Source: an optimization exercise on an open RTL-to-GDS flow (aim: small area, a short achievable clock period and few clock cycles). Production flows keep margins and buffers that such runs may drop.
RTL that was checked went through simulation tests only; none was proved equivalent to the original.
Power figures rest on the tool's default switching activity, not on a simulated workload.

## v36
## ariscv
module ariscv #(
   parameter NBW_ACLK      = 6,
   parameter NBW_INST      = 32,
   parameter NBW_REGISTER  = 32,
   parameter NBW_ADDR      = 5,
   parameter NBW_PC        = 32
)(
   input  logic                        clk,
   input  logic                        rst_async_n,
   input  logic [NBW_INST-1:0]         i_inst,
   output logic [NBW_PC-1:0]           o_pc,
   output logic [NBW_REGISTER-1:0]     o_writeData,
   output logic [NBW_REGISTER-1:0]     o_writeAddr,
   output logic                        o_memWrite,
   output logic [2:0]                  o_writeWidth,
   input  logic [NBW_REGISTER-1:0]     i_readData
);
   localparam logic [4:0] OP_LOAD = 5'b00000, OP_STORE = 5'b01000, OP_BRANCH = 5'b11000,
                          OP_JALR = 5'b11001, OP_JAL   = 5'b11011, OP_OPIMM  = 5'b00100,
                          OP_OP   = 5'b01100, OP_AUIPC = 5'b00101, OP_LUI    = 5'b01101;
   logic          x_redirect;
   logic [31:0]   x_sum, x_rest;
   logic          x_sel_sum;
   logic [11:2]   x_target;
   logic          d_replay;
   logic [11:2]   pc_q;
   logic [4:0]    f_op;
   logic          f_jal, f_br, f_pred, f_auipc, f_rs2;
   logic [11:2]   f_tj, f_tb, f_target;
   logic [12:2]   f_pc4;
   logic [12:2]   f_alt;
   assign o_pc = {20'd0, pc_q, 2'b00};
   assign f_op    = i_inst[6:2];
   assign f_jal   = (f_op == OP_JAL);
   assign f_br    = (f_op == OP_BRANCH) & (i_inst[31] | i_inst[12]);
   assign f_pred  = f_jal | f_br;
   assign f_auipc = (f_op == OP_AUIPC);
   assign f_rs2   = (f_op == OP_OP) | (f_op == OP_BRANCH) | (f_op == OP_STORE);
  ...
clock: 11.0 ns
lec_check: 0
cap_margin: 35
core_margin: 2
core_utilization: 40
slew_margin: 35
synth_hierarchical: 1
synth_minimum_keep_size: 0
standard.sh (not shown) runs the stock make flow with config.mk's settings and CLKGATE_MAP_FILE= SYNTH_SCRIPT=/design/flow/synth_recipe.tcl, a recipe that flattens the netlist after the stock synthesis.
==> flow/flow/run.sh <==
#!/bin/bash
# The standard layout (standard.sh: its synthesis and ORFS steps, its SDC),
# with these changes to how the layout is made:
#  - the resizer is asked for more setup slack than the 11 ns clock needs;
#  - no gate cloning in timing repair (clones added after the last design
#    repair could leave slew violations);
#  - CTS without dummy loads, with larger sink clusters;
#  - ports buffered with buf_2 instead of the default delay buffer.
# ORFS writes each step's log under orfs/logs/; make's output goes to flow.log.
set -o pipefail
bash standard.sh SETUP_SLACK_MARGIN=7.3 SKIP_GATE_CLONING=1 \
  "CTS_ARGS=-sink_clustering_enable -repair_clock_nets -dont_use_dummy_load -sink_clustering_size 25 -sink_clustering_max_diameter 100 -buf_list {sky130_fd_sc_hd__clkbuf_8 sky130_fd_sc_hd__clkbuf_16}" \
  "BUFFER_PORTS_ARGS=-buffer_cell sky130_fd_sc_hd__buf_2" \
  finish > flow.log 2>&1
Testbench counts of v36, summed over its fixed seeds: cycles 365,440.
The inputs of v22 differ from those of v36 as listed below.
-- flow/flow/run.sh --
<<< v36, line 11
bash standard.sh SETUP_SLACK_MARGIN=7.3 SKIP_GATE_CLONING=1 \
>>> v22, line 11
bash standard.sh SETUP_SLACK_MARGIN=6.7 SKIP_GATE_CLONING=1 \
Results
The overall via count from detail_route reported for v22 is smaller than that of v36 by 943. Comparing v22 and v36, share of post-route cells with drive strength above 1 is higher on v36. On design area, v36 loses to v22. Delta (v22 minus v36): clock-buffer cell count has decreased, utilization has decreased, final clock skew shrank by 0.0096 ns, met3 track utilization from global routing held. v36 → v22: sequential share of power saw an increase; area growth from synthesis to layout saw a decrease. When v22 is measured against v36, its met3 routed wirelength turns out about 1% lower.
diff inputs: v22 => v19
-- flow/flow/run.sh --
<<< v22, line 11
bash standard.sh SETUP_SLACK_MARGIN=6.7 SKIP_GATE_CLONING=1 \
>>> v19, line 11
bash standard.sh SETUP_SLACK_MARGIN=7.2 SKIP_GATE_CLONING=1 \
==> run summary <==
Compared with v22, v19 degrades power. Every stage of the flow completed for v19, and the final layout passed the timing, design-rule and antenna checks. In the route summary, v19 ends up with a via count exceeding that of v22. The portion of the layout cell area used by non-clock buffers of v19 is higher than that of v22. v19: worst reg2reg path depth 5 above v22. Compared v22 against v19; post-route worst hold slack within noise. Final area ended up about 2% higher on v19 than on v22.
Relative to v19, the following input files were edited for v45:
-- flow/flow/run.sh --
<<< v19, line 11
bash standard.sh SETUP_SLACK_MARGIN=7.2 SKIP_GATE_CLONING=1 \
>>> v45, line 11
bash standard.sh SETUP_SLACK_MARGIN=7 SKIP_GATE_CLONING=1 \
Notes after the runs:
- Post-layout total power: v45 and v19 compared, lower one is v45
- Instance area at placement of v45 is on par with v19.
- v45 ended up with a lower worst setup slack for register-to-register paths than v19 did.
- Taking v19 as the reference point, the worst setup timing slack at the placement stage of v45 rises by 0.065 ns.
- v45 and v19 ended up with nearly the same overall routed net length.
Input changes introduced in v58 (baseline for comparison: v45):
-- flow/flow/run.sh --
<<< v45, line 11
bash standard.sh SETUP_SLACK_MARGIN=7 SKIP_GATE_CLONING=1 \
>>> v58, line 11
bash standard.sh SETUP_SLACK_MARGIN=7.5 SKIP_GATE_CLONING=1 \
In summary, v58 completed successfully, with a layout that passed the timing, design-rule and antenna checks.
Summary of v58 over v45: combined flip-flop and latch cell area has increased, power share of the combinational group has increased, placed instance area has remained practically unchanged.
v58 vs. v45: wire length of the first global-routing pass rose by about 1.5%, global placer's final weighted congestion stayed essentially flat, met2 usage fell by 0.18 points, count of buffers added by post-CTS timing repair for setup rose by 98.
Against v45, v58 comes in 0.23 ns lower on post-route minimum period.
v58 vs v45, critical path's slowest cell: mux4_2 vs o21ai_0
Input changes introduced in v8 (baseline for comparison: v58):
-- flow/flow/run.sh --
<<< v58, line 11
bash standard.sh SETUP_SLACK_MARGIN=7.5 SKIP_GATE_CLONING=1 \
>>> v8, line 11
bash standard.sh SETUP_SLACK_MARGIN=7.8 SKIP_GATE_CLONING=1 \
## What came out
- Changes observed in v8 relative to v58: final area went up; final cell count rose about 2%; global-route usage +1.0 points.
- Wire length of the first global-routing pass was lower in v58 than in v8.
- Between v8 and v58, the power is lower for v58.
- Taking v58 as the reference, in v8 number of buffers outside the clock class in the layout now sits higher; number of vias per cell now sits higher; portion of total power attributed to sequential cells now sits lower.

* * *

Setup of trial 93:
ariscv, a different RTL version from the one above (not shown whole).
Size: ~4500 cells after synthesis, roughly 1200 flip-flops, ~170 I/O pins, ~58000 um2 of cells after synthesis.
==> flow/config.mk <==
export PLATFORM = sky130hd
export DESIGN_NAME = ariscv
export DESIGN_NICKNAME = ariscv
export VERILOG_FILES = /design/flow/design.v
export SDC_FILE = /design/flow/constraint.sdc
export NUM_CORES = 8
export LEC_CHECK = 0
export CAP_MARGIN = 20
export CORE_MARGIN = 2
export CORE_UTILIZATION = 40
export SLEW_MARGIN = 20
==> flow/constraint.sdc <==
create_clock -name core_clock -period 11.0 [get_ports {clk}]
set_input_delay 2.2000 -clock core_clock [delete_from_list [all_inputs] [get_ports {clk}]]
set_output_delay 2.2000 -clock core_clock [all_outputs]
set_load 0.01 [all_outputs]
==> flow/flow/run.sh <==
#!/bin/bash
# The standard layout, with the resizer asked for more setup slack than
# the 11 ns clock needs. The SDC and every other setting are the standard flow's own.
# ORFS writes each step's log under orfs/logs/; the make output goes to flow.log.
set -o pipefail
bash standard.sh SETUP_SLACK_MARGIN=7.5 finish > flow.log 2>&1
The final layout from trial 93, which completed every stage, passed the timing, design-rule and antenna checks at the end of the flow.
Testbench counts of trial 93, summed over its fixed seeds: cycles 367,173.
Setup changes, trial 93 to build 83
==> flow/flow/run.sh <==
#!/bin/bash
# The standard layout (standard.sh: its synthesis and ORFS steps, its SDC),
# with these changes to how the layout is made:
#  - the resizer is asked for more setup slack than the 11 ns clock needs;
#  - no gate cloning in timing repair (clones added after the last design
#    repair could leave slew violations);
#  - CTS without dummy loads;
#  - ports buffered with buf_2 instead of the default delay buffer.
# ORFS writes each step's log under orfs/logs/; make's output goes to flow.log.
set -o pipefail
bash standard.sh SETUP_SLACK_MARGIN=7 SKIP_GATE_CLONING=1 \
  "CTS_ARGS=-sink_clustering_enable -repair_clock_nets -dont_use_dummy_load" \
  "BUFFER_PORTS_ARGS=-buffer_cell sky130_fd_sc_hd__buf_2" \
  finish > flow.log 2>&1
### Flow results
The via count reported for build 83 is lower than the one for trial 93. When build 83 is set beside trial 93, its routed length on met3 turns out to be 6.9 mm smaller. Proportion of power drawn by combinational gates in build 83 is 3.8 points below trial 93. Critical path depth in build 83 vs trial 93: down 2.

* * *

ariscv, a different RTL version from the one above (not shown whole).
Size: roughly 4500 cells after synthesis, roughly 170 I/O pins.
// ariscv
module ariscv #(
   parameter NBW_ACLK      = 6,
   parameter NBW_INST      = 32,
   parameter NBW_REGISTER  = 32,
   parameter NBW_ADDR      = 5,
   parameter NBW_PC        = 32
)(
   input  logic                        clk,
   input  logic                        rst_async_n,
   input  logic [NBW_INST-1:0]         i_inst,
   output logic [NBW_PC-1:0]           o_pc,
   output logic [NBW_REGISTER-1:0]     o_writeData,
   output logic [NBW_REGISTER-1:0]     o_writeAddr,
   output logic                        o_memWrite,
   output logic [2:0]                  o_writeWidth,
   input  logic [NBW_REGISTER-1:0]     i_readData
);
==> flow/config.mk <==
export PLATFORM = sky130hd
export DESIGN_NAME = ariscv
export DESIGN_NICKNAME = ariscv
export VERILOG_FILES = /design/flow/design.v
export SDC_FILE = /design/flow/constraint.sdc
export NUM_CORES = 8
export LEC_CHECK = 0
export CAP_MARGIN = 35
export CORE_MARGIN = 2
export CORE_UTILIZATION = 40
export SLEW_MARGIN = 35
export SYNTH_HIERARCHICAL = 1
export SYNTH_MINIMUM_KEEP_SIZE = 0
==> flow/constraint.sdc <==
create_clock -name core_clock -period 11.0 [get_ports {clk}]
set_input_delay 2.2000 -clock core_clock [delete_from_list [all_inputs] [get_ports {clk}]]
set_output_delay 2.2000 -clock core_clock [all_outputs]
set_load 0.01 [all_outputs]
==> flow/flow/run.sh <==
#!/bin/bash
# The standard layout (standard.sh: its synthesis and ORFS steps, its SDC),
# with these changes to how the layout is made:
#  - the resizer is asked for more setup slack than the 11 ns clock needs;
#  - no gate cloning in timing repair (clones added after the last design
#    repair could leave slew violations);
#  - CTS without dummy loads, with larger sink clusters;
#  - ports buffered with buf_2 instead of the default delay buffer.
# ORFS writes each step's log under orfs/logs/; make's output goes to flow.log.
set -o pipefail
bash standard.sh SETUP_SLACK_MARGIN=6.7 SKIP_GATE_CLONING=1 \
  "CTS_ARGS=-sink_clustering_enable -repair_clock_nets -dont_use_dummy_load -sink_clustering_size 25 -sink_clustering_max_diameter 100 -buf_list {sky130_fd_sc_hd__clkbuf_8 sky130_fd_sc_hd__clkbuf_16}" \
  "BUFFER_PORTS_ARGS=-buffer_cell sky130_fd_sc_hd__buf_2" \
  finish > flow.log 2>&1
Testbench counts at the start, summed over its fixed seeds: cycles 365,440.
==> next run, changes <==
--- a/flow/flow/run.sh
+++ b/flow/flow/run.sh
@@ -11 +11 @@
-bash standard.sh SETUP_SLACK_MARGIN=6.7 SKIP_GATE_CLONING=1 \
+bash standard.sh SETUP_SLACK_MARGIN=7.4 SKIP_GATE_CLONING=1 \
=> Routed wire length rises by a little under a tenth. Synthesized cell count stays the same. Worst setup slack improved by 0.26 ns. Clock skew decreases by 0.027 ns. Count of clock-buffer cells in the layout does not change. Sequential cell count is unchanged. Cell area went up by a few percent. Global-route usage rose by 1.6 points. Area after synthesis does not change.
==> next run, changes <==
--- a/flow/flow/run.sh
+++ b/flow/flow/run.sh
@@ -11 +11 @@
-bash standard.sh SETUP_SLACK_MARGIN=7.4 SKIP_GATE_CLONING=1 \
+bash standard.sh SETUP_SLACK_MARGIN=7 SKIP_GATE_CLONING=1 \
Result: Hold slack loses 0.0058 ns. Sequential cell count stays the same. Via count decreases by 5.0%. Area after synthesis is unchanged. Maximum frequency decreases by 1.3%.
==> next run, changes <==
--- a/flow/flow/run.sh
+++ b/flow/flow/run.sh
@@ -11 +11 @@
-bash standard.sh SETUP_SLACK_MARGIN=7 SKIP_GATE_CLONING=1 \
+bash standard.sh SETUP_SLACK_MARGIN=7.2 SKIP_GATE_CLONING=1 \
The changed run ran to the end with no violations.
Combinational power came out higher by about 7%.
Final area rose by 1.3%.
Cell count rose by 0.67%.
Count of clock-buffer cells in the layout goes down by 1.
Area after synthesis stays the same.
Core utilization rose by 0.58 points.
Total power grows by about 0.9%.
Synthesized cell count does not change.
Fmax is higher by about 2.2%.

* * *

Another version of the RTL of ariscv (not shown whole).
Size in the first run: about 4400 cells after synthesis, ~1200 flip-flops, roughly 170 I/O pins, ~56000 µm² of cells after synthesis.
Design ariscv, start of the top module:
module ariscv #(
   parameter NBW_ACLK      = 6,
   parameter NBW_INST      = 32,
   parameter NBW_REGISTER  = 32,
   parameter NBW_ADDR      = 5,
   parameter NBW_PC        = 32
)(
   input  logic                        clk,
   input  logic                        rst_async_n,
   input  logic [NBW_INST-1:0]         i_inst,
   output logic [NBW_PC-1:0]           o_pc,
   output logic [NBW_REGISTER-1:0]     o_writeData,
   output logic [NBW_REGISTER-1:0]     o_writeAddr,
   output logic                        o_memWrite,
   output logic [2:0]                  o_writeWidth,
   input  logic [NBW_REGISTER-1:0]     i_readData
);
export LEC_CHECK = 0
export CAP_MARGIN = 35
export CORE_MARGIN = 2
export CORE_UTILIZATION = 40
export SLEW_MARGIN = 35
create_clock -name core_clock -period 11.0 [get_ports {clk}]
==> flow/flow/run.sh <==
#!/bin/bash
# The standard layout (standard.sh: its synthesis and ORFS steps, its SDC),
# with these changes to how the layout is made:
#  - the resizer is asked for more setup slack than the 11 ns clock needs;
#  - no gate cloning in timing repair (clones added after the last design
#    repair could leave slew violations);
#  - CTS without dummy loads, with larger sink clusters;
#  - ports buffered with buf_2 instead of the default delay buffer.
# ORFS writes each step's log under orfs/logs/; make's output goes to flow.log.
set -o pipefail
bash standard.sh SETUP_SLACK_MARGIN=7 SKIP_GATE_CLONING=1 \
  "CTS_ARGS=-sink_clustering_enable -repair_clock_nets -dont_use_dummy_load -sink_clustering_size 16 -sink_clustering_max_diameter 80 -buf_list {sky130_fd_sc_hd__clkbuf_8 sky130_fd_sc_hd__clkbuf_16}" \
  "BUFFER_PORTS_ARGS=-buffer_cell sky130_fd_sc_hd__buf_2" \
  finish > flow.log 2>&1
Change:
--- a/flow/flow/run.sh
+++ b/flow/flow/run.sh
@@ -11,3 +11,3 @@
 bash standard.sh SETUP_SLACK_MARGIN=7 SKIP_GATE_CLONING=1 \
-  "CTS_ARGS=-sink_clustering_enable -repair_clock_nets -dont_use_dummy_load -sink_clustering_size 16 -sink_clustering_max_diameter 80 -buf_list {sky130_fd_sc_hd__clkbuf_8 sky130_fd_sc_hd__clkbuf_16}" \
+  "CTS_ARGS=-sink_clustering_enable -repair_clock_nets -dont_use_dummy_load -sink_clustering_size 25 -sink_clustering_max_diameter 100 -buf_list {sky130_fd_sc_hd__clkbuf_8 sky130_fd_sc_hd__clkbuf_16}" \
   "BUFFER_PORTS_ARGS=-buffer_cell sky130_fd_sc_hd__buf_2" \
Effect:
- routed wire length came out lower by 0.71%
- final cell count came out lower by about 0.8%
- via count came out lower by about 1%
- total power came out lower by 6.9%
Change:
--- a/flow/flow/run.sh
+++ b/flow/flow/run.sh
@@ -6,3 +6,3 @@
 #    repair could leave slew violations);
-#  - CTS without dummy loads, with larger sink clusters;
+#  - CTS without dummy loads, and with smaller clock buffers;
 #  - ports buffered with buf_2 instead of the default delay buffer.
@@ -11,3 +11,3 @@
 bash standard.sh SETUP_SLACK_MARGIN=7 SKIP_GATE_CLONING=1 \
-  "CTS_ARGS=-sink_clustering_enable -repair_clock_nets -dont_use_dummy_load -sink_clustering_size 25 -sink_clustering_max_diameter 100 -buf_list {sky130_fd_sc_hd__clkbuf_8 sky130_fd_sc_hd__clkbuf_16}" \
+  "CTS_ARGS=-sink_clustering_enable -repair_clock_nets -dont_use_dummy_load -buf_list {sky130_fd_sc_hd__clkbuf_4 sky130_fd_sc_hd__clkbuf_8}" \
   "BUFFER_PORTS_ARGS=-buffer_cell sky130_fd_sc_hd__buf_2" \
What happened: The changed run ran to the end with no violations; die area does not change; flip-flop and latch count does not change; clock power goes up by 38%; cell area came out higher by 2.1%; non-clock buffer count rose by 3; final cell count came out higher by 2.3%; count of clock-buffer cells in the layout rises by 139; register-to-register slack is better by 20 ps; critical path depth went down by 2; core utilization goes up by 0.95 points.
Function was not checked in any run of this note: the RTL went through the layout flow alone.

separate check: timing with driven ports:
Ports are ideal in the flow. The routed layouts listed here were re-timed in OpenROAD. Step 1: set_driving_cell puts a clkbuf_16 on clk and a buf_2 on each other input, an assumption about the parent block. Step 2, shift: input delay + t, output delay - t, t = (earliest + latest rising clock arrival at the registers) / 2. This alone moves slack from input paths to output paths. Three values: no drivers, after step 1, after step 2; two values: the first two.
| run | t (ns) | slack for setup (ns) | worst slew at a driven data input, ns |
|---|---|---|---|
| v36 | 0.774 | 7.189 / 7.189 / 6.616 | 0.12 |
| v22 | 0.761 | 6.758 / 6.758 / 6.396 | 0.11 |
| v19 | 0.736 | 7.178 / 7.161 / 6.634 | 0.12 |
| v45 | 0.770 | 7.012 / 7.012 / 6.355 | 0.12 |
| v58 | 0.771 | 7.247 / 7.218 / 6.650 | 0.11 |
| v8 | 0.771 | 7.065 / 7.021 / 6.618 | 0.11 |
| trial 93 | 0.831 | 7.068 / 7.068 / 6.385 | 0.07 |
| build 83 | 0.805 | 6.979 / 6.979 / 6.316 | 0.08 |
| the first run of note 3 | 0.756 | 6.811 / 6.734 / 6.269 | 0.13 |
| the second run of note 3 | 0.769 | 7.066 / 7.066 / 6.443 | 0.13 |
| the third run of note 3 | 0.757 | 7.015 / 6.995 / 6.320 | 0.12 |
| the fourth run of note 3 | 0.758 | 7.099 / 7.099 / 6.490 | 0.13 |
| the first run of note 4 | 0.775 | 6.951 / 6.951 / 6.347 | 0.08 |
| the second run of note 4 | 0.770 | 6.928 / 6.928 / 6.329 | 0.09 |
| the third run of note 4 | 0.974 | 6.944 / 6.944 / 6.323 | 0.09 |
After both steps setup and hold are still met in every run listed. For the third run of note 3, which loses most, drivers alone change the setup slack by -0.020 ns; drivers and shift together by -0.695 ns.
